This is an optimization exercise on Yosys and OpenROAD, whose aim is small area, a short achievable clock period and few clock cycles, not a production implementation. Function was checked by simulation only, so behaviour that the tests miss may differ from the original. Power is estimated from default activity; no workload was simulated.

Setup of before:
Design CHIP, start of the top module:
module CHIP(clk,
            rst_n,
            mem_wen_D,
            mem_addr_D,
            mem_wdata_D,
            mem_rdata_D,
            mem_addr_I,
            mem_rdata_I);
Settings: LEC_CHECK=0, CAP_MARGIN=20, CORE_MARGIN=2, CORE_UTILIZATION=30, CTS_CLUSTER_DIAMETER=60, CTS_CLUSTER_SIZE=25, SETUP_SLACK_MARGIN=1.0, SLEW_MARGIN=20; clock period 12.0 ns.
standard.sh (not shown) runs the stock make flow with config.mk's settings and CLKGATE_MAP_FILE= SYNTH_SCRIPT=/design/flow/synth_recipe.tcl, a recipe that flattens the netlist after the stock synthesis.
==> flow/flow/run.sh <==
#!/bin/bash
set -euo pipefail
bash standard.sh SETUP_SLACK_MARGIN=8.2 "BUFFER_PORTS_ARGS=-buffer_cell sky130_fd_sc_hd__buf_4" finish > standard_make.log 2>&1
Testbench counts of before, summed over its fixed seeds: cycles 24,538.
Input-level comparison between after and before:
==> flow/flow/run.sh <==
#!/bin/bash
set -euo pipefail
bash standard.sh SETUP_SLACK_MARGIN=8 "BUFFER_PORTS_ARGS=-buffer_cell sky130_fd_sc_hd__buf_4" finish > standard_make.log 2>&1
--- outcome ---
From before to after the numbers moved as follows: routed length on met3 increased by 2.8% relative to the old numbers; final-layout clock buffer total fell 6.6%; final routed wirelength across all metal layers saw a decrease; minimum setup slack in the final design down 0.060 ns.
Sort after and before by total power draw asc -> top: after
NOTE static leakage before->after decreased by a few percent
Synthesized netlist net count: after vs before identical


== zinc ==
CHIP, a different RTL version from the one above (not shown whole).
Size in the first run: ~6,900 cells after synthesis, ~1,400 flip-flops.
clock: 12.0 ns
lec_check: 0
cap_margin: 20
core_margin: 2
core_utilization: 30
setup_slack_margin: 1.0
slew_margin: 20
run.sh (not shown) runs the stock make flow with config.mk's settings and CLKGATE_MAP_FILE= SYNTH_SCRIPT=/design/flow/synth_recipe.tcl, a recipe that flattens the netlist after the stock synthesis.
Stock flow here: none of the scripts above is used.
zinc ran to completion and came out clean on the timing, DRC and antenna checks.
Testbench counts of zinc, summed over its fixed seeds: cycles 27,187.
### zinc -> lagoon
==> flow/flow/run.sh (new file) <==
#!/bin/bash
set -euo pipefail
bash standard.sh SETUP_SLACK_MARGIN=8 finish > standard_make.log 2>&1
==> flow/standard.sh (new file) <==
#!/bin/bash
# synth_recipe.tcl (not shown) runs the flow's synth.tcl, then flattens the netlist and writes it again
# the make line also repeats each setting of config.mk as NAME=value (left out here)
make -C /OpenROAD-flow-scripts/flow DESIGN_CONFIG=/design/flow/config.mk WORK_HOME=/design/flow/orfs CLKGATE_MAP_FILE= SYNTH_SCRIPT=/design/flow/synth_recipe.tcl "${@:-finish}"
removed: flow/run.sh
Notes after the runs:
lagoon completed every stage of the flow, and the final layout passed the timing, DRC and antenna checks. Initial antenna violation count sits higher in lagoon than in zinc. Of lagoon and zinc, the higher global-route wire length before repair belongs to lagoon. There was hardly any difference in fraction of standard cell area in multi-input logic between zinc and lagoon. lagoon ended with less transition time of the tightest slew-check pin than zinc. Compare lagoon and zinc | number of setup buffers added after CTS higher: lagoon. When the final numbers for lagoon and zinc were put side by side, the met1 track demand over resource in global routing turned out to be smaller in lagoon. From zinc to lagoon the numbers moved as follows: power density of the placed cells increased 0.48%, post-layout minimum cycle time decreased 1.57 ns, worst path setup slack after routing increased 1.57 ns. Overall fraction of global-route tracks in use: lagoon vs zinc up 1.3 points. The maximum frequency from static timing analysis in zinc is 0.75 times that in lagoon.


Setup of north:
Another version of the RTL of CHIP (not shown whole).
Size: about 1400 flip-flops, about 160 I/O pins, roughly 78000 sq um of cells after synthesis.
clock: 12.0 ns
lec_check: 0
cap_margin: 20
core_margin: 2
core_utilization: 30
setup_slack_margin: 1.0
slew_margin: 20
standard.sh (not shown) runs the stock make flow with config.mk's settings and CLKGATE_MAP_FILE= SYNTH_SCRIPT=/design/flow/synth_recipe.tcl, a recipe that flattens the netlist after the stock synthesis.
==> flow/flow/run.sh <==
#!/bin/bash
set -euo pipefail
bash standard.sh SETUP_SLACK_MARGIN=8 "BUFFER_PORTS_ARGS=-buffer_cell sky130_fd_sc_hd__buf_4" finish > standard_make.log 2>&1
Testbench counts of north, summed over its fixed seeds: cycles 26,028.
Inputs modified between north and south:
==> flow/flow/run.sh <==
#!/bin/bash
set -euo pipefail
bash standard.sh SETUP_SLACK_MARGIN=8 finish > standard_make.log 2>&1
Results
From north to south the numbers moved as follows: area added between synthesis and finish picked up an extra 0.34 points; areal power density over the cells saw a decrease; number of antenna cells inserted has increased.
Maximum clock skew at final layout: south better than north
Between south and north, the detailed-route wire length does not differ in any meaningful way.
In terms of portion of the clock cycle consumed by the worst path in the final layout, south and north differ only marginally.
Per the comparison of south with north, final area now sits at about the same level; worst setup slack rose 0.017 ns; maximum level of the CTS H-tree comparable; minimum setup slack after placement has decreased.
south went all the way through the flow, and no timing, DRC or antenna check failed.

## what the ideal ports hide
The results above use ideal ports. As a check the final layouts listed here were re-extracted and re-timed, cells and wires unchanged. Step 1, drivers: a clkbuf_16 drives clk and a buf_2 each remaining input, both assumed. Step 2 adds t to the input delays and takes it off the output delays; t is the mean of the earliest and latest rising clock arrival at the registers after step 1. Input paths then give back, and output paths get back, about the clock's delay inside the block. Three values: ideal, step 1, step 2; two values: the first two.
run | t (ns) | slack for setup (ns) | worst setup path at the end | worst register clock-pin slew, ns
before | 0.897 | 7.780 / 7.780 / 7.032 | input to register | 0.11 / 0.11
after | 0.899 | 7.720 / 7.720 / 6.912 | input to register | 0.10 / 0.10
zinc | 0.939 | 5.672 / 5.672 / 5.672 | register to register | 0.07 / 0.07
lagoon | 0.944 | 7.247 / 7.247 / 7.023 | input to register | 0.07 / 0.07
north | 0.938 | 7.794 / 7.794 / 7.051 | input to register | 0.07 / 0.07
south | 0.913 | 7.811 / 7.811 / 7.021 | input to register | 0.07 / 0.07
After both steps setup and hold are still met in every run listed. The setup slack of after, which loses most, moves by 0.000 ns with the drivers and by -0.808 ns with both steps.
